From an optimization exercise on the open Yosys and OpenROAD flow, aimed at small area, a short achievable clock period and few clock cycles per item; shortcuts taken in it are not production practice.
The RTL was checked by simulation tests, not by an equivalence proof against the original design.

`config.mk`:
```
export PLATFORM = sky130hd
export DESIGN_NAME = updateNeuron
export DESIGN_NICKNAME = updateNeuron
export VERILOG_FILES = /design/flow/design.v
export SDC_FILE = /design/flow/constraint.sdc
export NUM_CORES = 4
export LEC_CHECK = 0
export ABC_AREA = 1
export CAP_MARGIN = 20
export CORE_MARGIN = 2
export CORE_UTILIZATION = 40
export SLEW_MARGIN = 20
```
`constraint.sdc`:
```
create_clock -name core_clock -period 7.2 [get_ports {clk}]
set_input_delay 1.4400 -clock core_clock [delete_from_list [all_inputs] [get_ports {clk}]]
set_output_delay 1.4400 -clock core_clock [all_outputs]
set_load 0.01 [all_outputs]
```
`design.v`:
```
`timescale 1ns/1ps
module updateNeuron
(
	input						clk				,
	input						rst_n			,
	input						i_run			,
	input						i_init			,
	input						i_s_lern		,
	input						i_s_infr		,
	input signed 	[24:0]  	exc_current		,
	input signed 	[24:0]  	inh_current		,
	output 						o_s_init		,
	output						o_spike			,
	output						o_valid			,
	output			[4:0]		o_neuron_idx	,
	output			[49:0]		d_c				,
	output			[4:0]		addr_c			,
	output						ce_c			,
	output						we_c			,
	input			[49:0]		q_c				,
	output			[54:0]		d_m				,
	output			[4:0]		addr_m			,
	output						ce_m			,
	output						we_m			,
	input			[54:0]		q_m
);
localparam [24:0] E_REST     = 25'd5242880;	 
localparam [24:0] E_EXC      = 25'd6881280;	 
localparam [24:0] E_INH      = 25'd3604480;	 
localparam [24:0] THRESH_ADD = 25'd11240;
localparam [24:0] INH_MAX    = 25'd655360;
localparam [24:0] VT_INIT    = 25'd5406720;
reg			busy;		 
reg			initing;	 
reg			init_rd;	 
reg	[4:0]	idx;
wire idle       = !busy && !initing;
wire run        = idle && i_run;
wire init_start = idle && i_init;
wire [4:0] idx_nx = (idx == 5'd17) ? 5'd0 : idx + 5'd1;
always @(posedge clk or negedge rst_n) begin
	if (!rst_n) begin
		busy    <= 1'b0;
		initing <= 1'b0;
		init_rd <= 1'b0;
		idx     <= 5'd0;
	end else begin
		busy <= run;
		if (init_start) begin
			initing <= 1'b1;
			init_rd <= 1'b1;
		end else if (initing) begin
			init_rd <= 1'b0;
			if (idx == 5'd17)
				initing <= 1'b0;
			idx <= idx_nx;
		end else if (busy) begin
			idx <= idx_nx;
		end
	end
end
wire		mem_ce   = run || busy || init_start || initing;
wire		mem_we   = busy || init_start || (initing && !init_rd);
wire [4:0]	mem_addr = run ? idx_nx : init_rd ? 5'd0 : idx;
wire	[24:0]	q_ge = q_c[49:25];
wire	[24:0]	q_gi = q_c[24:0];
wire	[24:0]	q_vt = q_m[24:0];
wire	[24:0]	q_dvt = E_REST - q_vt;
wire	[24:0]	q_vm = q_m[49:25];
wire			q_ref = q_m[54];
wire	[24:0]	q_dexc = E_EXC - q_vm;
wire	[24:0]	q_dinh = E_INH - q_vm;
wire	[24:0]	q_drest = E_REST - q_vm;
reg		[24:0]	pf_g, pf_gi, pf_vm, pf_vt, pf_vtl, pf_rr;
reg		[17:0]	pf_ma, pf_mb;
reg				pf_ref;
reg		[3:0]	pf_cnt;
always @(posedge clk) begin
	pf_g   <= q_ge - {{3{q_ge[24]}}, q_ge[24:3]};
	pf_gi  <= q_gi - {4'd0, q_gi[24:4]};
	pf_vm  <= q_vm;
	pf_ma  <= q_ref ? 18'd0 : q_dexc[24:7];
	pf_mb  <= q_ref ? 18'd0 : q_dinh[24:7];
	pf_rr  <= q_ref ? 25'd0 : {q_drest[24], q_drest[24:1]};
	pf_vt  <= q_vt;
	pf_vtl <= q_vt + {{17{q_dvt[24]}}, q_dvt[24:17]};	 
	pf_ref <= q_m[54];
	pf_cnt <= q_m[53:50];
end
wire	[24:0]	ge_n = pf_g + exc_current;
wire	[24:0]	gi_v = pf_gi[23:0] + inh_current[23:0];
wire	[25:0]	gi_w = pf_gi[23:0] + inh_current[23:0] + (25'd16777216 - 25'd655361);
wire	[24:0]	gi_t = {pf_gi[24] ^ inh_current[24] ^ gi_v[24], gi_v[23:0]};
wire			gi_big = !gi_t[24] && (gi_v[24] ? gi_w[25] : (gi_w[25] | gi_w[24]));
wire	[24:0]	gi_n = gi_big ? INH_MAX : gi_t;
wire	[17:0]	ma = pf_ma;
wire	[17:0]	mb = pf_mb;
wire	[24:0]	rr = pf_rr;
function [26:0] bz;
	input [24:0] x;
	input [2:0]  m;		 
	reg one, two, neg;
	reg [25:0] w;
	begin
		one = m[1] ^ m[0];
		two = (m[2] & ~m[1] & ~m[0]) | (~m[2] & m[1] & m[0]);
		neg = m[2];
		w = (one ? {x[24], x} : two ? {x, 1'b0} : 26'd0) ^ {26{neg}};
		bz = {~w[25], w};
	end
endfunction
wire [18:0] ma_x = {ma, 1'b0};
wire [18:0] mb_x = {mb, 1'b0};
wire [34:0] r1 [0:8];
wire [34:0] r2 [0:8];
wire [8:0]  n1, n2;
genvar gv;
generate for (gv = 0; gv < 9; gv = gv + 1) begin : g_pp
	assign r1[gv] = {8'd0, bz(ge_n, ma_x[2*gv+2:2*gv])} << (2*gv);
	assign r2[gv] = {8'd0, bz(gi_n, mb_x[2*gv+2:2*gv])} << (2*gv);
	assign n1[gv] = ma_x[2*gv+2];
	assign n2[gv] = mb_x[2*gv+2];
end endgenerate
wire [12:0] lo1 = r1[0][9:0] + r1[1][9:0] + r1[2][9:0] + r1[3][9:0] + r1[4][9:0]
				+ {n1[4], 1'b0, n1[3], 1'b0, n1[2], 1'b0, n1[1], 1'b0, n1[0]};
wire [26:0] r2t [0:4];
generate for (gv = 0; gv < 5; gv = gv + 1) begin : g_pp2t
	assign r2t[gv] = bz(gi_t, mb_x[2*gv+2:2*gv]);
end endgenerate
wire [12:0] lo2 = r2t[0][9:0] + {r2t[1][7:0], 2'd0} + {r2t[2][5:0], 4'd0}
				+ {r2t[3][3:0], 6'd0} + {r2t[4][1:0], 8'd0}
				+ {n2[4], 1'b0, n2[3], 1'b0, n2[2], 1'b0, n2[1], 1'b0, n2[0]};
wire [2:0]  k2_big = {2'd0, n2[0]} + {2'd0, n2[1]} + {2'd0, n2[2]} + {2'd0, n2[3]} + {2'd0, n2[4]};
wire [2:0]  k2 = gi_big ? k2_big : lo2[12:10];
localparam [34:0] KOFF = 35'h2AC000000;
localparam [24:0] KHI  = (KOFF >> 10) + (KOFF >> 10);
wire [25:0] h [0:18];
generate for (gv = 0; gv < 9; gv = gv + 1) begin : g_hi
	if (gv >= 6) begin : g_n
		assign h[gv]     = {1'b0, r1[gv][34:10]} | ({24'd0, n1[gv-1]} << (2*gv-12));
		assign h[gv + 9] = {1'b0, r2[gv][34:10]} | ({24'd0, n2[gv-1]} << (2*gv-12));
	end else begin : g_p
		assign h[gv]     = {1'b0, r1[gv][34:10]};
		assign h[gv + 9] = {1'b0, r2[gv][34:10]};
	end
end endgenerate
assign h[18] = {1'b0, rr + KHI + ({23'd0, n1[8]} << 6) + ({23'd0, n2[8]} << 6)};
function [51:0] csa;	 
	input [25:0] x, y, z;
	begin
		csa[25:0]  = x ^ y ^ z;
		csa[51:26] = {((x & y) | (x & z) | (y & z)), 1'b0};
	end
endfunction
wire [25:0] l1 [0:12];
wire [25:0] l2 [0:8];
wire [25:0] l3 [0:5];
wire [25:0] l4 [0:3];
wire [25:0] l5 [0:2];
generate for (gv = 0; gv < 6; gv = gv + 1) begin : g_l1
	assign {l1[2*gv+1], l1[2*gv]} = csa(h[3*gv], h[3*gv+1], h[3*gv+2]);
end endgenerate
assign l1[12] = h[18];
generate for (gv = 0; gv < 4; gv = gv + 1) begin : g_l2
	assign {l2[2*gv+1], l2[2*gv]} = csa(l1[3*gv], l1[3*gv+1], l1[3*gv+2]);
end endgenerate
assign l2[8] = l1[12];
generate for (gv = 0; gv < 3; gv = gv + 1) begin : g_l3
	assign {l3[2*gv+1], l3[2*gv]} = csa(l2[3*gv], l2[3*gv+1], l2[3*gv+2]);
end endgenerate
generate for (gv = 0; gv < 2; gv = gv + 1) begin : g_l4
	assign {l4[2*gv+1], l4[2*gv]} = csa(l3[3*gv], l3[3*gv+1], l3[3*gv+2]);
end endgenerate
assign {l5[1], l5[0]} = csa(l4[0], l4[1], l4[2]);
assign l5[2] = l4[3];
wire [25:0] l6 [0:1];
assign {l6[1], l6[0]} = csa(l5[0], l5[1], l5[2]);
reg [25:0] s1_u0, s1_u1;
reg [3:0]  s1_k;
reg [24:0] s1_ge, s1_gi;
always @(posedge clk) begin
	s1_u0 <= l6[0];
	s1_u1 <= l6[1];
	s1_k  <= {1'b0, lo1[12:10]} + {1'b0, k2};
	s1_ge <= ge_n;
	s1_gi <= gi_n;
end
wire [31:0] m_x = {6'd0, s1_u0};
wire [31:0] m_y = {6'd0, s1_u1};
wire [31:0] m_z = {pf_vm, 3'd0, s1_k};
wire [31:0] m_s = m_x ^ m_y ^ m_z;
wire [31:0] m_c = {((m_x & m_y) | (m_x & m_z) | (m_y & m_z)), 1'b0};
wire [31:0] ms = m_s + m_c;
wire [27:0] qq_z = {24'd0, s1_k};
wire [27:0] qq_s = m_x[27:0] ^ m_y[27:0] ^ qq_z;
wire [27:0] qq_c = {((m_x[26:0] & m_y[26:0]) | (m_x[26:0] & qq_z[26:0]) | (m_y[26:0] & qq_z[26:0])), 1'b0};
wire [27:0] qs = qq_s + qq_c;
wire [6:0]  corr = {3'd0, qs[27:25]} + {6'd0, qs[24]};
wire [24:0] vm_n = {ms[31:25] - corr, ms[24:7]};
function sgt;
	input [24:0] a, b;
	reg [31:0] g, e;
	integer i, l;
	begin
		g = {7'd0, a & ~b};
		e = {7'd0, a | ~b};
		g[24] = ~a[24] & b[24];
		e[24] = ~a[24] | b[24];
		for (l = 1; l < 32; l = l * 2)
			for (i = 31; i >= 0; i = i - 1)
				if (i % (2 * l) >= l) begin
					e[i] = g[i] | (e[i] & e[i - (i % (2 * l)) + l - 1]);
					g[i] = g[i] | (e[i] & g[i - (i % (2 * l)) + l - 1]);
				end
		sgt = g[24];
	end
endfunction
reg         lern_r, infr_r;
always @(posedge clk)
	if (run) begin
		lern_r <= i_s_lern;
		infr_r <= i_s_infr;
	end
wire [24:0] vt_n = lern_r ? pf_vtl : pf_vt;
wire [24:0] vt_f = vt_n + (infr_r ? 25'd0 : THRESH_ADD);
wire [6:0]  yt = ms[31:25];
wire [6:0]  vtop = vt_n[24:18];
wire        low_gt = ms[24:7] > vt_n[17:0];
wire [4:0]  fire_c;
generate for (gv = 0; gv < 5; gv = gv + 1) begin : g_fire
	wire [7:0] yb = {1'b0, yt ^ 7'h40};
	wire [7:0] lhs = yb + ((yb < gv) ? 8'd128 : 8'd0);
	wire [7:0] rhs = {1'b0, vtop ^ 7'h40} + gv;
	wire [6:0] veq = vtop + gv;
	assign fire_c[gv] = (lhs > rhs) | ((yt == veq) & low_gt);
end endgenerate
wire [8:0]  fire_t;
generate for (gv = 0; gv < 9; gv = gv + 1) begin : g_fire_t
	assign fire_t[gv] = fire_c[(gv + 1) / 2];
end endgenerate
wire        fire = fire_t[qs[27:24]];
wire [3:0]  rc1    = pf_ref ? pf_cnt + 4'd1 : pf_cnt;
wire        eleven = (rc1 == 4'd11);
wire [49:0] c_out = (fire || pf_ref) ? 50'd0 : {s1_ge, s1_gi};
wire [54:0] m_out = {(pf_ref | fire) & ~eleven, eleven ? 4'd0 : rc1,
					 fire ? E_REST : vm_n, fire ? vt_f : vt_n};
assign ce_c   = mem_ce;
assign ce_m   = mem_ce;
assign we_c   = mem_we;
assign we_m   = mem_we;
assign addr_c = mem_addr;
assign addr_m = mem_addr;
assign d_c    = busy ? c_out : 50'd0;
assign d_m    = busy ? m_out : {1'b0, 4'd0, E_REST, VT_INIT};
assign o_s_init     = initing;
assign o_spike      = fire;
assign o_valid      = busy;
assign o_neuron_idx = idx;
endmodule
```
`run.sh`:
```
#!/bin/bash
# synth_recipe.tcl (not shown) runs the flow's synth.tcl, then flattens the netlist and writes it again
# the make line also repeats each setting of config.mk as NAME=value (left out here)
make -C /OpenROAD-flow-scripts/flow DESIGN_CONFIG=/design/flow/config.mk WORK_HOME=/design/flow/orfs CLKGATE_MAP_FILE= SYNTH_SCRIPT=/design/flow/synth_recipe.tcl finish
```
==> summary.md, run 1 <==
| Metric | Value |
|---|---|
| DR iter-0 viols | 3,514 |
| Layout Skew | 0.02547 ns |
| IO buf count | 287 |
| Initial antenna violation count | 4 |
| Max-slew violation count | 0 |
| Post-synth ARST share | 0.02807 |
| First-pass DRT Iterations | 6 |
| Die area | 0.1068 mm^2 |
| Peak Freq | 141.4 MHz |
| Clock Latency Late Sink | 0.62 ns |
| Top cell type's share of synthesized area | 0.1994 |
| GR Util All Layers | 0.2980 |
| Sequential cell area fraction in the yosys report | 0.1384 |
| DP Wirelength | 128,100 um |
| Via count | 40.53k |
| Core Box Area | 0.1035 mm^2 |
| CTS tree | yes |
| Slew @ Worst Pin | 1.289 ns |
| Hold buffer count at cts | 0 |
| Main flop type after synthesis | dfxtp_1 |
| Layout area overhead | 27.06% |
| Endpoints failing setup | 0 |
| Fin nets | 7,269 |
| Via density | 5.249 |
| Min Hold Slack | 0.5262 ns |
| Num rows | 118 |
| Routed WL | 162,500 um |
| Most common cell in the synthesized netlist | inv_1 |
| DRC errors left | 0 |
| Pin count of the biggest net entering global routing | 51 |
| Kind of critical path | in -> reg |
| Vias in the first global route | 40.40k |
| Die Wd | 326.8 um |
| Post-layout util | 0.5116 |
| Post-Synthesis Cells | 5,617 |
| EDFF count, synth | 2 |
| Synthesized net count | 6,577 |
| CTS H-Tree Depth | 2 |
| CP max FO | 6 |
| Top cells by area, synth | fa_1 20%, dfxtp_1 13%, ha_1 12% |
| Synth Register Bits | 285 |
| Remaining antenna violation count | 0 |
| Final min period | 7.071 ns |
| Root buffer cell | clkbuf_16 |
| Bufs on Longest Clock Path | 3 |
| Data required time of the critical path | 7.75 ns |
| CP arrival | 7.62 ns |
| Unique cell type count in the Yosys netlist | 60 |
| DIE HEIGHT | 326.8 um |
| Final Cycle Share | 0.9822 |
| Worst Setup End Kind | flip-flop |
| Fin. Hold Viols | 0 |
| Status | complete, no violations |
| Clock Sinks | 285 |
| Final weighted congestion in routability-driven placement | 1.017 |
| Grt ovf | 0 |
| Worst min path class | reg -> reg |
| Ports | 288 |
| Post-synthesis cell area | 0.04167 mm^2 |
| Synth Area per Inst | 7.419 um^2 |
| CP Launch Type | input pin |
| Placed cell area | 0.04954 mm^2 |
| Relative slew margins | 0.1395 |
| First-pass GRT wire length | 242,400 um |
| Post-synth top area cell | fa_1 |
| Share of post-route cells with drive strength above 1 | 0.1708 |
| Clk slew on worst S/H paths | 0.06 ns |
| RSZ-0062 raised after global routing | yes |
| Synth Warn # | 1 |
| CTS buffer count | 39 |
| Initial core utilization | 0.4026 |
| WL/cell | 21.05 um |
| Final Instance Area | 0.05295 mm^2 |
| Commonest cells post-synth | 1,027 x inv_1, 969 x nand2_1, 498 x xor2_1, 415 x fa_1, 398 x nor2_1 |
| MaxCap Viol Count | 0 |
## repair_timing
action	4_1_cts	5_1_grt
buffers inserted	19	37
pin swaps	40	102
setup endpoints to repair	147	150
gates cloned	7	3
resized for setup	304	442
## layer usage
| layer | vias up | track usage | share of wire |
|---|---|---|---|
| li1 | 19240 | - | - |
| met1 | 18942 | 0.3768 | 0.40 |
| met2 | 1936 | 0.4819 | 0.45 |
| met3 | 408 | 0.05441 | 0.087 |
| met4 | 4 | 0.1610 | 0.063 |
| met5 | - | 0 | 0.00017 |
## path summary, 6_finish.rpt
| check | start | to | slack [ns] | depth (start not counted) |
|---|---|---|---|---|
| min in group asynchronous | rst_n | idx[2]$_DFFE_PN0P_ | 1.12 | 1 |
| max in group asynchronous | rst_n | busy$_DFF_PN0_ | 5.82 | 1 |
| setup reg to reg | pf_mb[3]$_SDFF_PP0_ | s1_u0[5]$_DFF_P_ | 0.38 | 15 |
| setup / recovery | inh_current[4] | s1_u0[11]$_DFF_P_ | 0.13 | 28 |
| hold / removal | idx[3]$_DFFE_PN0P_ | idx[3]$_DFFE_PN0P_ | 0.53 | 2 |
| hold reg to reg | idx[3]$_DFFE_PN0P_ | idx[3]$_DFFE_PN0P_ | 0.53 | 2 |
## final cells by class
| type | count | area [um^2] |
|---|---|---|
| multi-input cells | 4068 | 32360 |
| flip-flops and latches | 285 | 5791 |
| repair buffers | 858 | 7732 |
| fillers | 10172 | 50550 |
| clock inverters | 22 | 286.5 |
| diodes | 2 | 5.005 |
| inverters | 1057 | 3984 |
| well taps | 1380 | 1727 |
| clock buffers | 49 | 1065 |
## cell families (layout without fill, tap and decap cells)
family                     count (synthesis)  after routing  synth area share
AOI/OAI and AO/OA                        985            985            0.1371
xor gates and xnor gates                 549            549            0.1154
adders and majority gates                799            799            0.3147
buffers and inverters                   1266           1986            0.1193
DFF                                      285            285            0.1384
muxes                                      5              5          0.001201
other                                      0              2                 0
and+or+nand+nor                         1728           1730            0.1741
## through the flow
| step | TNS [ns] | setup WS (ns) | std cells |
|---|---|---|---|
| after floorplan | 0 | 0.2682 | 5617 |
| after global placement | -38.09 | -0.9064 | 7584 |
| after detailed placement | -41.20 | -0.9419 | 7584 |
| after CTS | 0 | 0.0003233 | 7681 |
| after global routing | -1.606 | -0.1170 | 7720 |
| final | 0 | 0.1285 | 7721 |
## worst max-delay path, cell delays in order
cell and delay, ns:
clkdlybuf4s50_1 0.48, inv_1 0.07, ha_4 0.27, inv_1 0.04, ha_1 0.18, a21oi_2 0.13
o21a_1 0.13, nand2_2 0.10, nand2_2 0.09, nand3_2 0.07, nor2_2 0.10, nand2_2 0.07
nand3_4 0.18, buf_12 0.17, buf_12 0.11, nand2_8 0.07, buf_12 0.14, o22ai_1 0.18
xor2_1 0.34, fa_1 0.50, fa_1 0.54, inv_1 0.06, fa_1 0.55, inv_1 0.06
fa_1 0.47, fa_1 0.49, inv_1 0.06, fa_1 0.52
## layout by cell type, fill, tap and decap left out, drive strengths merged, types with 58 or more instances in the layout
cell              n
dfxtp           275
o21ai           262
xor2            498
buf             610
a21oi           285
nor2            401
ha              384
fa              415
clkdlybuf4s50   165
o22ai           297
inv            1044
nand2           999
nand3           155
nor3             58
clkbuf           82
## registers in the layout (all words and copies together), names as in the netlist, 4 cells and up
name,flops
s1_u1,24
s1_gi,25
pf_vt,25
pf_mb,18
pf_cnt,4
s1_ge,25
pf_ma,8
pf_gi,25
s1_k,4
idx,5
pf_vtl,25
pf_g,25
pf_rr,15
s1_u0,26
pf_vm,25
Testbench counts, summed over its fixed seeds: cycles 5,184, items 2,592.
==> run 2, diff against run 1 <==
--- a/config.mk
+++ b/config.mk
@@ -6,7 +6,7 @@
 export NUM_CORES = 4
 export LEC_CHECK = 0
 export ABC_AREA = 1
-export CAP_MARGIN = 20
+export CAP_MARGIN = 5
 export CORE_MARGIN = 2
 export CORE_UTILIZATION = 40
-export SLEW_MARGIN = 20
+export SLEW_MARGIN = 5
==> summary.md, run 2 <==
| Metric | Value |
|---|---|
| Max-slew violation count | 0 |
| Placed cell count | 7,584 |
| Commonest cells post-synth | 1,027 x inv_1, 969 x nand2_1, 498 x xor2_1, 415 x fa_1, 398 x nor2_1 |
| Final std cells w/o fill | 7,719 |
| CTS buffer count | 39 |
| Data required time of the critical path | 7.75 ns |
| Synthesized net count | 6,577 |
| Max FFs per register | 26 |
| GR Util All Layers | 0.2980 |
| Via density | 5.249 |
| Relative slew margins | 0.1551 |
| MaxCap Viol Count | 0 |
| CP max FO | 6 |
| CTS tree | yes |
| Status | complete, no violations |
| Clock Latency Late Sink | 0.62 ns |
| Commonest non-fill, non-tap cell in the layout | inv_1 |
| Core Box Area | 0.1035 mm^2 |
| Pin count of the biggest net entering global routing | 51 |
| Most common cell in the synthesized netlist | inv_1 |
| Slew @ Worst Pin | 1.266 ns |
| Grt ovf | 0 |
| Top cell type's share of synthesized area | 0.1994 |
| Final min period | 7.085 ns |
| Die area | 0.1068 mm^2 |
| Share of post-route cells with drive strength above 1 | 0.1709 |
| Main flop type after synthesis | dfxtp_1 |
| IO buf count | 287 |
| Post-synth top area cell | fa_1 |
| Kind of critical path | in -> reg |
| CP Launch Type | input pin |
| First-pass GRT wire length | 242,400 um |
| CP arrival | 7.63 ns |
| Die Wd | 326.8 um |
| Bufs on Longest Clock Path | 3 |
| Sequential cell area fraction in the yosys report | 0.1384 |
| Most frequent cells in the layout | 993 x inv_1, 934 x nand2_1, 502 x buf_4 |
| Register area | 0.005789 mm^2 |
| Biggest register | s1_u0 |
| Fin nets | 7,267 |
| Post-Synthesis Cells | 5,617 |
| Fill cells | 10.20k |
| Post-synth ARST share | 0.02807 |
| Clock Sinks | 285 |
| DP Wirelength | 128,100 um |
| Final Cycle Share | 0.9841 |
| Final weighted congestion in routability-driven placement | 1.017 |
| Initial core utilization | 0.4026 |
| Root buffer cell | clkbuf_16 |
| Routed WL | 162,700 um |
| Final Instance Area | 0.05275 mm^2 |
| Multi-input gate area | 0.03229 mm^2 |
| Synth Area per Inst | 7.419 um^2 |
| Layout Skew | 0.02629 ns |
| Worst min path class | reg -> reg |
| Worst Setup End Kind | flip-flop |
| DR iter-0 viols | 3,645 |
| CTS H-Tree Depth | 2 |
| Post-synthesis cell area | 0.04167 mm^2 |
| Top cells by area, synth | fa_1 20%, dfxtp_1 13%, ha_1 12% |
| Via count | 40.51k |
| Num rows | 118 |
| DIE HEIGHT | 326.8 um |
| Synth Warn # | 1 |
| Unique cell type count in the Yosys netlist | 60 |
| DR WL met3 | 13,740 um |
| Met1 wire length | 65,650 um |
| Placed cell area | 0.04954 mm^2 |
| DRC errors left | 0 |
| RSZ-0062 raised after global routing | yes |
| WL/cell | 21.07 um |
| Layout area overhead | 26.58% |
| Synth Register Bits | 285 |
| EDFF count, synth | 2 |
| Remaining antenna violation count | 0 |
| First-pass DRT Iterations | 6 |
| Fin. Hold Viols | 0 |
| Top sig layer | met5 |
| Vias in the first global route | 40.40k |
| Endpoints failing setup | 0 |
| Peak Freq | 141.1 MHz |
| Ports | 288 |
| Initial antenna violation count | 4 |
| Clk slew on worst S/H paths | 0.06 ns |
| Met2 wire len | 72,610 um |
| Post-layout util | 0.5097 |
[run 2: metal layers]
metal | global-route usage | vias to the layer above
met5 | 0 | -
met4 | 0.1610 | 4
met3 | 0.05441 | 424
met2 | 0.4819 | 1912
met1 | 0.3768 | 18953
li1 | - | 19221
[run 2: cell families after synthesis]
family	synth area share
xor+xnor	0.1154
simple gates	0.1741
mux	0.001201
flops	0.1384
fa+ha+maj	0.3147
compound gates	0.1371
buf+inv	0.1193
[run 2: through the flow]
| step | worst slack [ns] | hold slack [ns] | setup TNS (ns) |
|---|---|---|---|
| after floorplan | 0.2682 | 0.4393 | 0 |
| after global placement | -0.9064 | 0.4992 | -38.09 |
| after detailed placement | -0.9419 | 0.5105 | -41.20 |
| after CTS | 0.0003233 | 0.5222 | 0 |
| after global routing | -0.1104 | 0.5368 | -0.9323 |
| final | 0.1146 | 0.5262 | 0 |
[run 2: worst max-delay path, stage by stage]
cell             delay [ns]
clkdlybuf4s50_1        0.48
inv_1                  0.07
ha_4                   0.27
inv_1                  0.04
ha_1                   0.18
a21oi_2                0.13
o21a_1                 0.13
nand2_2                0.10
nand2_2                0.09
nand3_2                0.07
nor2_2                 0.10
nand2_2                0.07
nand3_4                0.18
buf_12                 0.17
buf_12                 0.11
nand2_8                0.07
buf_12                 0.14
o22ai_1                0.18
xor2_1                 0.35
fa_1                   0.50
fa_1                   0.54
inv_1                  0.06
fa_1                   0.55
inv_1                  0.06
fa_1                   0.47
fa_1                   0.49
inv_1                  0.05
fa_1                   0.52
[run 2: what timing repair did]
| item | in CTS | in global routing |
|---|---|---|
| cloned | 7 | 3 |
| pin swaps | 40 | 101 |
| endpoints found under the setup margin | 147 | 150 |
| buffers inserted | 19 | 35 |
| gates resized for setup | 304 | 418 |
| hold buffers | 0 | 0 |
[run 2: path summary, 6_finish.rpt]
check / cells after the start / endpoint / start / slack [ns]
max: 28 / s1_u0[11]$_DFF_P_ / inh_current[4] / 0.11
min: 2 / idx[3]$_DFFE_PN0P_ / idx[3]$_DFFE_PN0P_ / 0.53
max reg2reg: 17 / s1_u0[7]$_DFF_P_ / pf_mb[5]$_SDFF_PP0_ / 0.36
min reg2reg: 2 / idx[3]$_DFFE_PN0P_ / idx[3]$_DFFE_PN0P_ / 0.53
max in group asynchronous: 1 / busy$_DFF_PN0_ / rst_n / 5.82
min in group asynchronous: 1 / init_rd$_DFFE_PN0P_ / rst_n / 1.12
[run 2: layout make-up]
cell class / instances / share of cell area
tap: 1380 / 0.03273
clock buffer: 49 / 0.02019
sequential: 285 / 0.1098
multi-input combinational: 4068 / 0.6122
inverter: 1057 / 0.07550
timing repair buffer: 856 / 0.1441
antenna: 2 / 0.00009488
clock inverter: 22 / 0.005432
==> run 3, diff against run 2 <==
--- a/config.mk
+++ b/config.mk
@@ -9,4 +9,5 @@
 export CAP_MARGIN = 5
 export CORE_MARGIN = 2
 export CORE_UTILIZATION = 40
+export SETUP_SLACK_MARGIN = 0.2
 export SLEW_MARGIN = 5
==> summary.md, run 3 <==
| Metric | Value |
|---|---|
| Status | complete, no violations |
| Slowest stage cell, crit path | fa_1 |
| Max FFs per register | 26 |
| Commonest cells post-synth | 1,027 x inv_1, 969 x nand2_1, 498 x xor2_1, 415 x fa_1, 398 x nor2_1 |
| CP max FO | 6 |
| PnR worst setup slack | 0.1149 ns |
| Synth Area per Inst | 7.419 um^2 |
| Peak Freq | 141.1 MHz |
| Kind of critical path | reg -> out |
| Most common cell in the synthesized netlist | inv_1 |
| Top cells by area, synth | fa_1 20%, dfxtp_1 13%, ha_1 12% |
| Remaining antenna violation count | 0 |
| Clock Latency Late Sink | 0.62 ns |
| Place WS | -0.9419 ns |
| Post-Synthesis Cells | 5,617 |
| Unique cell type count in the Yosys netlist | 60 |
| Via density | 5.290 |
| Hold buffer count at cts | 0 |
| Data required time of the critical path | 5.76 ns |
| DRC errors left | 0 |
| Post-synthesis cell area | 0.04167 mm^2 |
| DIE HEIGHT | 326.8 um |
| DP Wirelength | 128,100 um |
| Post-layout util | 0.5322 |
| GR Util All Layers | 0.3010 |
| Clk slew on worst S/H paths | 0.06 ns |
| WL/cell | 21.29 um |
| CP arrival | 5.65 ns |
| Top cell type's share of synthesized area | 0.1994 |
| Layout area overhead | 32.18% |
| Biggest register | s1_u0 |
| Initial core utilization | 0.4026 |
| Setup_tns | 0 ns |
| EDFF count, synth | 2 |
| Commonest non-fill, non-tap cell in the layout | inv_1 |
| Die area | 0.1068 mm^2 |
| Routed WL | 165,900 um |
| Sequential cell area fraction in the yosys report | 0.1384 |
| Clock Sinks | 285 |
| Synth Register Bits | 285 |
| Most frequent CP cell | nand2_4 |
| Share of post-route cells with drive strength above 1 | 0.2237 |
| RSZ-0062 raised after global routing | yes |
| Die Wd | 326.8 um |
| Worst path max stage delay | 0.54 ns |
| Max-slew violation count | 0 |
| Final weighted congestion in routability-driven placement | 1.017 |
| Final min period | 7.085 ns |
| Via count | 41.22k |
| Bufs on Longest Clock Path | 3 |
| Synthesized net count | 6,577 |
| Relative slew margins | 0.1006 |
| Final Cycle Share | 0.9840 |
| Worst min path class | reg -> reg |
| Initial antenna violation count | 1 |
| CTS tree | yes |
| First-pass DRT Iterations | 6 |
| Fin nets | 7,341 |
| CTS buffer count | 39 |
| IO buf count | 287 |
| Vias in the first global route | 40.84k |
| Main flop type after synthesis | dfxtp_1 |
| CTS H-Tree Depth | 2 |
| Endpoints failing setup | 0 |
| Pin count of the biggest net entering global routing | 51 |
| Post-synth top area cell | fa_1 |
| Ports | 288 |
| Buf/Inv on CP | 14 |
| Core Box Area | 0.1035 mm^2 |
| Most frequent cells in the layout | 945 x inv_1, 909 x nand2_1, 530 x buf_4 |
| Worst Setup End Kind | output pin |
| Num rows | 118 |
| Fin. Hold Viols | 0 |
| First-pass GRT wire length | 244,900 um |
| Min Hold Slack | 0.5262 ns |
| Synth Warn # | 1 |
| Post-synth ARST share | 0.02807 |
| DR iter-0 viols | 3,152 |
| Grt ovf | 0 |
| Delay-heaviest family, CP | buffers and inverters |
| MaxCap Viol Count | 0 |
| Root buffer cell | clkbuf_16 |
| Layout Skew | 0.02802 ns |
| Slew @ Worst Pin | 1.348 ns |
| CP Launch Type | flip-flop |
## run 3: cell counts after synthesis
Identical to the previous run, type by type.
## run 3: final timing paths
path                                     start                   to  slack, ns  cells past startpoint
max                           s1_u0[3]$_DFF_P_              d_m[25]       0.11                     37
min                         idx[3]$_DFFE_PN0P_   idx[3]$_DFFE_PN0P_       0.53                      2
max reg2reg                pf_mb[5]$_SDFF_PP0_      s1_k[1]$_DFF_P_       0.74                     24
min reg2reg                 idx[3]$_DFFE_PN0P_   idx[3]$_DFFE_PN0P_       0.53                      2
max in group asynchronous                rst_n   idx[0]$_DFFE_PN0P_       5.82                      1
min in group asynchronous                rst_n  init_rd$_DFFE_PN0P_       1.12                      1
## run 3: timing repair
action                                  in CTS  in global routing
endpoints found under the setup margin     148                151
pin swaps                                  130                252
gates resized for setup                    576                695
gates cloned                                 8                  5
buffers inserted                            48                 75
## run 3: worst register-to-register path: cells and delay by family, from the launching register on
family / cells / cell delay [ns]
adders and majority gates: 6 / 2.51
and+or+nand+nor: 6 / 1.20
DFF: 1 / 0.62
xor gates and xnor gates: 2 / 0.40
buffers and inverters: 6 / 0.91
AOI/OAI and AO/OA: 4 / 0.70
## run 3: cells by family after synthesis
group | after synthesis | synth area share
flops | 285 | 0.1384
fa+ha+maj | 799 | 0.3147
mux | 5 | 0.001201
buf+inv | 1266 | 0.1193
simple gates | 1728 | 0.1741
compound gates | 985 | 0.1371
xor+xnor | 549 | 0.1154
## run 3: cell type report
cell class	count	area [um^2]
diodes	1	2.502
clock buffers	49	1065
clock inverters	22	286.5
fillers	9921	48410
inverters	1057	4001
multi-input cells	4067	33630
flip-flops and latches	285	5792
well taps	1380	1727
repair buffers	931	8579
## run 3: routing by layer
| metal | part of all wire | track usage | vias up |
|---|---|---|---|
| met1 | 0.40 | 0.3811 | 19300 |
| met5 | 0 | 0 | - |
| met3 | 0.085 | 0.05295 | 505 |
| li1 | - | - | 19383 |
| met4 | 0.069 | 0.1692 | 0 |
| met2 | 0.45 | 0.4847 | 2034 |
## run 3: per-stage QoR
stage	std cells	area, um^2
finish	7792	55080
global route	7792	55080
detailed placement	7584	49540
floorplan	5617	41670
global placement	7584	49540
CTS	7711	52330
==> run 4, diff against run 3 <==
--- a/design.v
+++ b/design.v
@@ -223,9 +223,25 @@
 	end
 wire [24:0] vt_n = lern_r ? pf_vtl : pf_vt;
 wire [24:0] vt_f = vt_n + (infr_r ? 25'd0 : THRESH_ADD);
+function ugt18;
+	input [17:0] a, b;
+	reg [31:0] g, e;
+	integer i, l;
+	begin
+		g = {14'd0, a & ~b};
+		e = {14'd0, a | ~b};
+		for (l = 1; l < 32; l = l * 2)
+			for (i = 31; i >= 0; i = i - 1)
+				if (i % (2 * l) >= l) begin
+					e[i] = g[i] | (e[i] & e[i - (i % (2 * l)) + l - 1]);
+					g[i] = g[i] | (e[i] & g[i - (i % (2 * l)) + l - 1]);
+				end
+		ugt18 = g[17];
+	end
+endfunction
 wire [6:0]  yt = ms[31:25];
 wire [6:0]  vtop = vt_n[24:18];
-wire        low_gt = ms[24:7] > vt_n[17:0];
+wire        low_gt = ugt18(ms[24:7], vt_n[17:0]);
 wire [4:0]  fire_c;
 generate for (gv = 0; gv < 5; gv = gv + 1) begin : g_fire
 	wire [7:0] yb = {1'b0, yt ^ 7'h40};
--- a/config.mk
+++ b/config.mk
@@ -9,5 +9,5 @@
 export CAP_MARGIN = 5
 export CORE_MARGIN = 2
 export CORE_UTILIZATION = 40
-export SETUP_SLACK_MARGIN = 0.2
+export GPL_ROUTABILITY_DRIVEN = 0
 export SLEW_MARGIN = 5
==> summary.md, run 4 <==
| Metric | Value |
|---|---|
| Relative slew margins | 0.2320 |
| IO buf count | 287 |
| Kind of critical path | reg -> out |
| Max-slew violation count | 0 |
| WL/cell | 20.15 um |
| Synth Register Bits | 285 |
| Min Hold Slack | 0.5054 ns |
| Placed cell area | 0.04721 mm^2 |
| Post-synthesis cell area | 0.03963 mm^2 |
| First-pass GRT wire length | 215,500 um |
| Commonest cells post-synth | 964 x inv_1, 703 x nand2_1, 504 x xor2_1, 418 x fa_1, 367 x ha_1 |
| Fill cells | 9,246 |
| Worst path max stage delay | 0.60 ns |
| Layout Skew | 0.02180 ns |
| Delay-heaviest family, CP | simple AND/OR/NAND/NOR gates |
| Post-Synthesis Cells | 5,113 |
| Core Box Area | 0.09828 mm^2 |
| DIE HEIGHT | 318.8 um |
| Post-synth ARST share | 0.02807 |
| Ports | 288 |
| Fin. Hold Viols | 0 |
| Top cell type's share of synthesized area | 0.2111 |
| Synthesized net count | 6,059 |
| DR iter-0 viols | 3,078 |
| EDFF count, synth | 2 |
| Unique cell type count in the Yosys netlist | 71 |
| Main flop type after synthesis | dfxtp_1 |
| CP arrival | 5.64 ns |
| Slowest stage cell, crit path | fa_1 |
| Status | complete, no violations |
| Synth Warn # | 1 |
| Bufs on Longest Clock Path | 3 |
| Root buffer cell | clkbuf_16 |
| Routed WL | 143,500 um |
| Initial antenna violation count | 6 |
| CTS buffer count | 40 |
| Via count | 37.74k |
| Slew @ Worst Pin | 1.150 ns |
| Vias in the first global route | 37.88k |
| Commonest non-fill, non-tap cell in the layout | inv_1 |
| Num rows | 115 |
| CP max FO | 8 |
| Pin count of the biggest net entering global routing | 52 |
| Peak Freq | 141.3 MHz |
| MaxCap Viol Count | 0 |
| Top cells by area, synth | fa_1 21%, dfxtp_1 14%, ha_1 12% |
| Max FFs per register | 26 |
| Clk slew on worst S/H paths | 0.06 ns |
| Layout area overhead | 30.36% |
| Worst Setup End Kind | output pin |
| GR Util All Layers | 0.2743 |
| RSZ-0062 raised after global routing | yes |
| Clock Latency Late Sink | 0.63 ns |
| Endpoints failing setup | 0 |
| CTS tree | yes |
| Post-layout util | 0.5257 |
| Remaining antenna violation count | 0 |
| Most common cell in the synthesized netlist | inv_1 |
| Synth Area per Inst | 7.751 um^2 |
| Share of post-route cells with drive strength above 1 | 0.2268 |
| Clock Sinks | 285 |
| Post-synth top area cell | fa_1 |
| Hold buffer count at cts | 0 |
| DRC errors left | 0 |
| Grt ovf | 0 |
| Die area | 0.1016 mm^2 |
| Final min period | 7.077 ns |
| CTS H-Tree Depth | 2 |
| Most frequent CP cell | buf_4 |
| Register area | 0.005822 mm^2 |
| Data required time of the critical path | 5.76 ns |
| Multi-input gate area | 0.03140 mm^2 |
| Buf/Inv on CP | 10 |
| CP Launch Type | flip-flop |
| Via density | 5.300 |
| Fin nets | 6,747 |
| Most frequent cells in the layout | 907 x inv_1, 651 x nand2_1, 496 x buf_4 |
| Die Wd | 318.8 um |
| First-pass DRT Iterations | 6 |
| Final Instance Area | 0.05167 mm^2 |
| Worst min path class | reg -> reg |
| Initial core utilization | 0.4033 |
| Sequential cell area fraction in the yosys report | 0.1455 |
| Biggest register | s1_u0 |
| DP Wirelength | 110,600 um |
| Final Cycle Share | 0.9829 |
-- run 4: changes by cell type after synthesis, sizes merged, moves of 17 or more --
cell / before / now
a21oi: 285 / 257
nand2: 997 / 725
ha: 384 / 367
inv: 1043 / 1008
o22ai: 297 / 346
nor2: 401 / 322
o21ai: 262 / 211
nor3: 58 / 37
nand3: 155 / 136
-- run 4: routing by layer --
metal	vias to the layer above	GRT usage	wire length, um
li1	17667	-	-
met1	18031	0.3345	56300
met2	1649	0.4494	66180
met3	391	0.06782	12990
met4	6	0.1391	7973
met5	-	0	53
-- run 4: layout make-up --
| type | count | area share |
|---|---|---|
| inverters | 1015 | 0.07413 |
| repair buffers | 853 | 0.1472 |
| well taps | 1287 | 0.03117 |
| flip-flops and latches | 285 | 0.1127 |
| repair inverters | 1 | 0.0003875 |
| clock buffers | 53 | 0.02189 |
| diodes | 2 | 0.00009687 |
| multi-input cells | 3605 | 0.6077 |
| clock inverters | 21 | 0.004771 |
-- run 4: logic make-up (layout without fill, tap and decap cells) --
logic type      Yosys count  in the layout  share of synthesized area
compound gates          932            932                     0.1385
xor+xnor                558            558                     0.1240
fa+ha+maj               785            785                     0.3270
buf+inv                1224           1943                     0.1204
flops                   285            285                     0.1455
mux                       3              3                  0.0007892
other cells               0              2                          0
simple gates           1326           1327                     0.1439
-- run 4: worst paths after layout --
path,from,end,slack [ns],cells after the start
min,idx[3]$_DFFE_PN0P_,idx[3]$_DFFE_PN0P_,0.51,2
min reg2reg,idx[3]$_DFFE_PN0P_,idx[3]$_DFFE_PN0P_,0.51,2
max reg2reg,pf_gi[7]$_DFF_P_,s1_u0[16]$_DFF_P_,0.69,31
max,s1_u0[11]$_DFF_P_,d_c[46],0.12,33
max in group asynchronous,rst_n,busy$_DFF_PN0_,5.79,1
min in group asynchronous,rst_n,idx[0]$_DFFE_PN0P_,1.13,1
-- run 4: metrics by stage --
stage | worst slack, ns | TNS (ns) | instances
2_1_floorplan | -0.007122 | -0.01415 | 5113
3_3_place_gp | -1.001 | -45.38 | 6956
3_5_place_dp | -1.138 | -49.82 | 6956
4_1_cts | -0.007502 | -0.01027 | 7093
5_1_grt | -0.1336 | -5.010 | 7120
6_report | 0.1228 | 0 | 7122
-- run 4: tightest hold or removal path: stages, from the launching register on --
cell and delay, ns:
dfrtp_1 0.35, nand2_1 0.05, o21ai_0 0.06
-- run 4: repair_timing --
| action | 4_1_cts | 5_1_grt |
|---|---|---|
| setup buffers | 56 | 26 |
| endpoints found under the hold margin | 0 | 0 |
| gates cloned | 7 | 4 |
| setup endpoints to repair | 148 | 151 |
| resized for setup | 566 | 459 |
| pin swaps | 163 | 172 |
Testbench counts of run 4, summed over its fixed seeds: cycles 5,184, items 2,592.
==> run 5, diff against run 4 <==
--- a/design.v
+++ b/design.v
@@ -175,27 +175,26 @@
 assign l5[2] = l4[3];
 wire [25:0] l6 [0:1];
 assign {l6[1], l6[0]} = csa(l5[0], l5[1], l5[2]);
-reg [25:0] s1_u0, s1_u1;
-reg [3:0]  s1_k;
+wire [3:0]  k_sum = {1'b0, lo1[12:10]} + {1'b0, k2};
+wire [31:0] m_x = {6'd0, l6[0]};
+wire [31:0] m_y = {6'd0, l6[1]};
+wire [31:0] m_z = {pf_vm, 3'd0, k_sum};
+wire [31:0] m_s = m_x ^ m_y ^ m_z;
+wire [31:0] m_c = {((m_x[30:0] & m_y[30:0]) | (m_x[30:0] & m_z[30:0]) | (m_y[30:0] & m_z[30:0])), 1'b0};
+reg [31:0] s1_ms, s1_mc;
 reg [24:0] s1_ge, s1_gi;
 always @(posedge clk) begin
-	s1_u0 <= l6[0];
-	s1_u1 <= l6[1];
-	s1_k  <= {1'b0, lo1[12:10]} + {1'b0, k2};
+	s1_ms <= m_s;
+	s1_mc <= m_c;
 	s1_ge <= ge_n;
 	s1_gi <= gi_n;
 end
-wire [31:0] m_x = {6'd0, s1_u0};
-wire [31:0] m_y = {6'd0, s1_u1};
-wire [31:0] m_z = {pf_vm, 3'd0, s1_k};
-wire [31:0] m_s = m_x ^ m_y ^ m_z;
-wire [31:0] m_c = {((m_x & m_y) | (m_x & m_z) | (m_y & m_z)), 1'b0};
-wire [31:0] ms = m_s + m_c;
-wire [27:0] qq_z = {24'd0, s1_k};
-wire [27:0] qq_s = m_x[27:0] ^ m_y[27:0] ^ qq_z;
-wire [27:0] qq_c = {((m_x[26:0] & m_y[26:0]) | (m_x[26:0] & qq_z[26:0]) | (m_y[26:0] & qq_z[26:0])), 1'b0};
-wire [27:0] qs = qq_s + qq_c;
-wire [6:0]  corr = {3'd0, qs[27:25]} + {6'd0, qs[24]};
+wire [31:0] ms = s1_ms + s1_mc;
+wire [31:0] qq_z = ~{pf_vm, 7'd0};
+wire [31:0] qq_s = s1_ms ^ s1_mc ^ qq_z;
+wire [31:0] qq_c = {((s1_ms[30:0] & s1_mc[30:0]) | (s1_ms[30:0] & qq_z[30:0]) | (s1_mc[30:0] & qq_z[30:0])), 1'b0};
+wire [31:0] qs = qq_s + qq_c + 32'd1;
+wire [6:0]  corr = {4'd0, qs[27:25]} + {6'd0, qs[24]};
 wire [24:0] vm_n = {ms[31:25] - corr, ms[24:7]};
 function sgt;
 	input [24:0] a, b;
@@ -223,36 +222,20 @@
 	end
 wire [24:0] vt_n = lern_r ? pf_vtl : pf_vt;
 wire [24:0] vt_f = vt_n + (infr_r ? 25'd0 : THRESH_ADD);
-function ugt18;
-	input [17:0] a, b;
-	reg [31:0] g, e;
-	integer i, l;
-	begin
-		g = {14'd0, a & ~b};
-		e = {14'd0, a | ~b};
-		for (l = 1; l < 32; l = l * 2)
-			for (i = 31; i >= 0; i = i - 1)
-				if (i % (2 * l) >= l) begin
-					e[i] = g[i] | (e[i] & e[i - (i % (2 * l)) + l - 1]);
-					g[i] = g[i] | (e[i] & g[i - (i % (2 * l)) + l - 1]);
-				end
-		ugt18 = g[17];
-	end
-endfunction
 wire [6:0]  yt = ms[31:25];
 wire [6:0]  vtop = vt_n[24:18];
-wire        low_gt = ugt18(ms[24:7], vt_n[17:0]);
-wire [4:0]  fire_c;
-generate for (gv = 0; gv < 5; gv = gv + 1) begin : g_fire
-	wire [7:0] yb = {1'b0, yt ^ 7'h40};
-	wire [7:0] lhs = yb + ((yb < gv) ? 8'd128 : 8'd0);
+wire        low_gt = ms[24:7] > vt_n[17:0];
+wire [7:0]  fire_c;
+generate for (gv = 0; gv < 8; gv = gv + 1) begin : g_fire
+	wire [6:0] yb = yt ^ 7'h40;
+	wire [7:0] lhs = {yb < gv, yb};
 	wire [7:0] rhs = {1'b0, vtop ^ 7'h40} + gv;
 	wire [6:0] veq = vtop + gv;
 	assign fire_c[gv] = (lhs > rhs) | ((yt == veq) & low_gt);
 end endgenerate
-wire [8:0]  fire_t;
-generate for (gv = 0; gv < 9; gv = gv + 1) begin : g_fire_t
-	assign fire_t[gv] = fire_c[(gv + 1) / 2];
+wire [15:0] fire_t;
+generate for (gv = 0; gv < 16; gv = gv + 1) begin : g_fire_t
+	assign fire_t[gv] = fire_c[((gv + 1) / 2) % 8];
 end endgenerate
 wire        fire = fire_t[qs[27:24]];
 wire [3:0]  rc1    = pf_ref ? pf_cnt + 4'd1 : pf_cnt;
--- a/config.mk
+++ b/config.mk
@@ -6,8 +6,7 @@
 export NUM_CORES = 4
 export LEC_CHECK = 0
 export ABC_AREA = 1
-export CAP_MARGIN = 5
+export CAP_MARGIN = 20
 export CORE_MARGIN = 2
 export CORE_UTILIZATION = 40
-export GPL_ROUTABILITY_DRIVEN = 0
-export SLEW_MARGIN = 5
+export SLEW_MARGIN = 20
==> summary.md, run 5 <==
| Metric | Value |
|---|---|
| Status | failed layout checks |
| Violated checks | capacitance limit, slew limit, setup timing |
| Worst Setup End Kind | flip-flop |
| Main flop type after synthesis | dfxtp_1 |
| Buf/Inv on CP | 11 |
| Fin nets | 7,206 |
| Post-synthesis cell area | 0.04193 mm^2 |
| Die Wd | 327.8 um |
| Clk slew on worst S/H paths | 0.06 ns |
| Max-slew violation count | 25 |
| Bufs on Longest Clock Path | 3 |
| Fin. Hold Viols | 0 |
| Initial antenna violation count | 4 |
| Kind of critical path | in -> reg |
| Post-synth ARST share | 0.02768 |
| Ports | 288 |
| Slew @ Worst Pin | 1.515 ns |
| Worst Hold Launch | pf_vm[23]$_DFF_P_ |
| MaxCap Viol Count | 1 |
| CP arrival | 7.82 ns |
| Data required time of the critical path | 7.71 ns |
| Clock Sinks | 289 |
| Post-synth top area cell | fa_1 |
| CTS tree | yes |
| Delay-heaviest family, CP | adder cells |
| Synth Warn # | 1 |
| Unique cell type count in the Yosys netlist | 65 |
| Relative slew margins | -0.01115 |
| CTS H-Tree Depth | 2 |
| CP Launch Type | input pin |
| Layout Skew | 0.02816 ns |
| CTS buffer count | 38 |
| Worst min path class | reg -> reg |
| Depth of the most critical reg-to-reg path | 31 |
| Final weighted congestion in routability-driven placement | 1.021 |
| Slowest stage cell, crit path | fa_2 |
| Pin count of the biggest net entering global routing | 51 |
| Most common cell in the synthesized netlist | inv_1 |
| Share of post-route cells with drive strength above 1 | 0.2174 |
| Worst path max stage delay | 0.60 ns |
| Core Box Area | 0.1038 mm^2 |
| Post-Synthesis Cells | 5,492 |
| Placed cell area | 0.05048 mm^2 |
| Root buffer cell | clkbuf_16 |
| Top cells by area, synth | fa_1 21%, dfxtp_1 13%, ha_1 12% |
| Clock Latency Late Sink | 0.62 ns |
| WL/cell | 20.78 um |
| DRC errors left | 0 |
| WHS Endpoint | s1_ms[30]$_DFF_P_ |
| Commonest non-fill, non-tap cell in the layout | inv_1 |
| Most frequent cells in the layout | 942 x inv_1, 736 x nand2_1, 507 x buf_4 |
| Final min period | 7.312 ns |
| Remaining antenna violation count | 0 |
| CP startpoint | inh_current[0] |
| Synthesized net count | 6,492 |
| Num rows | 118 |
| Final Cycle Share | 1.016 |
| Max FFs per register | 32 |
| Final Instance Area | 0.05497 mm^2 |
| Top cell type's share of synthesized area | 0.2077 |
| Initial core utilization | 0.4039 |
| First-pass DRT Iterations | 8 |
| Reg2reg end | s1_ms[17]$_DFF_P_ |
| Via count | 40.33k |
| GR Util All Layers | 0.2863 |
| CP max FO | 8 |
| Reg-to-reg startpoint | pf_gi[0]$_DFF_P_ |
| First-pass GRT wire length | 236,300 um |
| Worst reg2reg setup slack | 0.43 ns |
| Via density | 5.295 |
| Commonest cells post-synth | 1,040 x inv_1, 796 x nand2_1, 520 x xor2_1, 435 x fa_1, 404 x ha_1 |
| Hold path depth | 0 |
| Sequential cell area fraction in the yosys report | 0.1394 |
| DP Wirelength | 125,500 um |
| IO buf count | 287 |
| EDFF count, synth | 2 |
| Synth Area per Inst | 7.634 um^2 |
| Die area | 0.1074 mm^2 |
| Routed WL | 158,300 um |
| Setup_tns | -0.8945 ns |
| Endpoints failing setup | 16 |
| RSZ-0062 raised after global routing | yes |
| PnR worst setup slack | -0.1124 ns |
| Largest registers | s1_ms (32), s1_mc (26) |
| Peak Freq | 136.8 MHz |
| Vias in the first global route | 39.72k |
| Layout area overhead | 31.11% |
| Synth Register Bits | 289 |
| Biggest register | s1_ms |
| DR iter-0 viols | 3,382 |
| Grt ovf | 0 |
| DIE HEIGHT | 327.8 um |
==> run 5: cell types whose count changed after synthesis, sizes merged, moves of 9 or more <==
cell | before | now
inv | 1008 | 1058
nand3 | 136 | 167
nor2 | 322 | 346
nand2 | 725 | 814
xor2 | 505 | 520
nand4 | 32 | 42
fa | 418 | 435
ha | 367 | 404
o22ai | 346 | 320
a21oi | 257 | 298
a31oi | 9 | 20
o221ai | 17 | 26
o21ai | 211 | 246
==> run 5: stage by stage <==
step | worst slack (ns) | util | hold WS, ns | std cells
2_1_floorplan | -0.1546 | - | 0.3096 | 5492
3_3_place_gp | -1.134 | 0.4864 | 0.3116 | 7455
3_5_place_dp | -1.231 | 0.4864 | 0.3121 | 7455
4_1_cts | -0.005053 | 0.5087 | 0.3255 | 7556
5_1_grt | -0.2943 | 0.5295 | 0.3313 | 7615
6_report | -0.1124 | 0.5296 | 0.3239 | 7617
==> run 5: worst max-delay path by stage <==
stage	end	slack (ns)	cells past startpoint
6_report	s1_ms[17]$_DFF_P_	-0.11	32
5_1_grt	s1_ms[17]$_DFF_P_	-0.29	28
4_1_cts	s1_ms[14]$_DFF_P_	-0.005	26
3_5_place_dp	s1_ms[2]$_DFF_P_	-1.23	28
3_3_place_gp	s1_ms[15]$_DFF_P_	-1.13	25
2_1_floorplan	s1_ms[24]$_DFF_P_	-0.15	32
==> run 5: layout make-up <==
cell class              instances  area (um^2)
inverters                    1073         4065
repair buffers                881         8000
clock buffers                  45         1060
clock inverters                22        297.8
flip-flops and latches        289         5851
fillers                      9893        48820
multi-input cells            3923        33960
diodes                          4        10.01
well taps                    1380         1727
==> run 5: cell families (layout without fill, tap and decap cells) <==
kind of cell / count (synthesis) / in the layout / synth area share
compound gates: 1006 / 1006 / 0.1395
fa+ha+maj: 839 / 839 / 0.3283
flops: 289 / 289 / 0.1394
mux: 2 / 2 / 0.0004775
simple gates: 1492 / 1496 / 0.1532
other cells: 0 / 4 / 0
buf+inv: 1284 / 2021 / 0.1178
xor+xnor: 580 / 580 / 0.1213
==> run 5: repair_timing <==
| action | CTS | global route |
|---|---|---|
| setup endpoints to repair | 149 | 148 |
| resized for setup | 337 | 534 |
| pin swaps | 85 | 242 |
| hold buffers | 0 | 0 |
| cloned | 5 | 4 |
| setup buffers | 29 | 53 |
==> run 5: metal layers <==
metal,up-vias,track usage,part of all wire
met1,19224,0.3737,0.42
met2,1763,0.4491,0.44
met3,389,0.05942,0.084
met5,-,0.007542,0.00072
met4,2,0.1418,0.057
li1,18956,-,-
==> run 5: worst reg2reg max path, delay by kind of cell (launching register included) <==
| family | cells | cell delay, ns |
|---|---|---|
| compound gates | 2 | 0.26 |
| xor+xnor | 1 | 0.21 |
| fa+ha+maj | 9 | 4.09 |
| buf+inv | 10 | 1.00 |
| flops | 1 | 0.36 |
| simple gates | 9 | 0.74 |
Testbench counts of run 5, summed over its fixed seeds: cycles 5,184, items 2,592.

what the ideal ports hide:
The results above use ideal ports. As a check the final layouts listed here were re-extracted and re-timed, cells and wires unchanged.
Step 1: set_driving_cell puts a clkbuf_16 on clk and a buf_2 on each other input, an assumption about the parent block.
Step 2 moves the port delays by t, midway between the first and last clock arrival at a register: inputs arrive t later, outputs are due t later. That takes back most of the time a late clock gives input paths.
a / b / c = ideal / step 1 / step 2; a / b = the first two.
run | t (ns) | slack for setup (ns) | hold WS [ns] | worst setup path at the end | slew at the worst register clock pin (ns)
run 1 | 0.676 | 0.129 / 0.081 / -0.498 | 0.526 / 0.526 / 0.526 | input to register | 0.07 / 0.07
run 2 | 0.676 | 0.115 / 0.065 / -0.512 | 0.526 / 0.526 / 0.526 | input to register | 0.07 / 0.07
run 3 | 0.682 | 0.115 / 0.041 / -0.325 | 0.526 / 0.526 / 0.526 | input to register | 0.07 / 0.07
run 4 | 0.690 | 0.123 / 0.048 / -0.509 | 0.505 / 0.505 / 0.505 | input to register | 0.06 / 0.06
run 5 | 0.684 | -0.112 / -0.089 / -0.773 | 0.324 / 0.324 / 0.324 | input to register | 0.07 / 0.07
With both steps, setup timing fails in run 1, run 2, run 3 and run 4, where it was met with ideal ports. The setup slack of run 5, which loses most, moves by +0.023 ns with the drivers and by -0.661 ns with both steps.
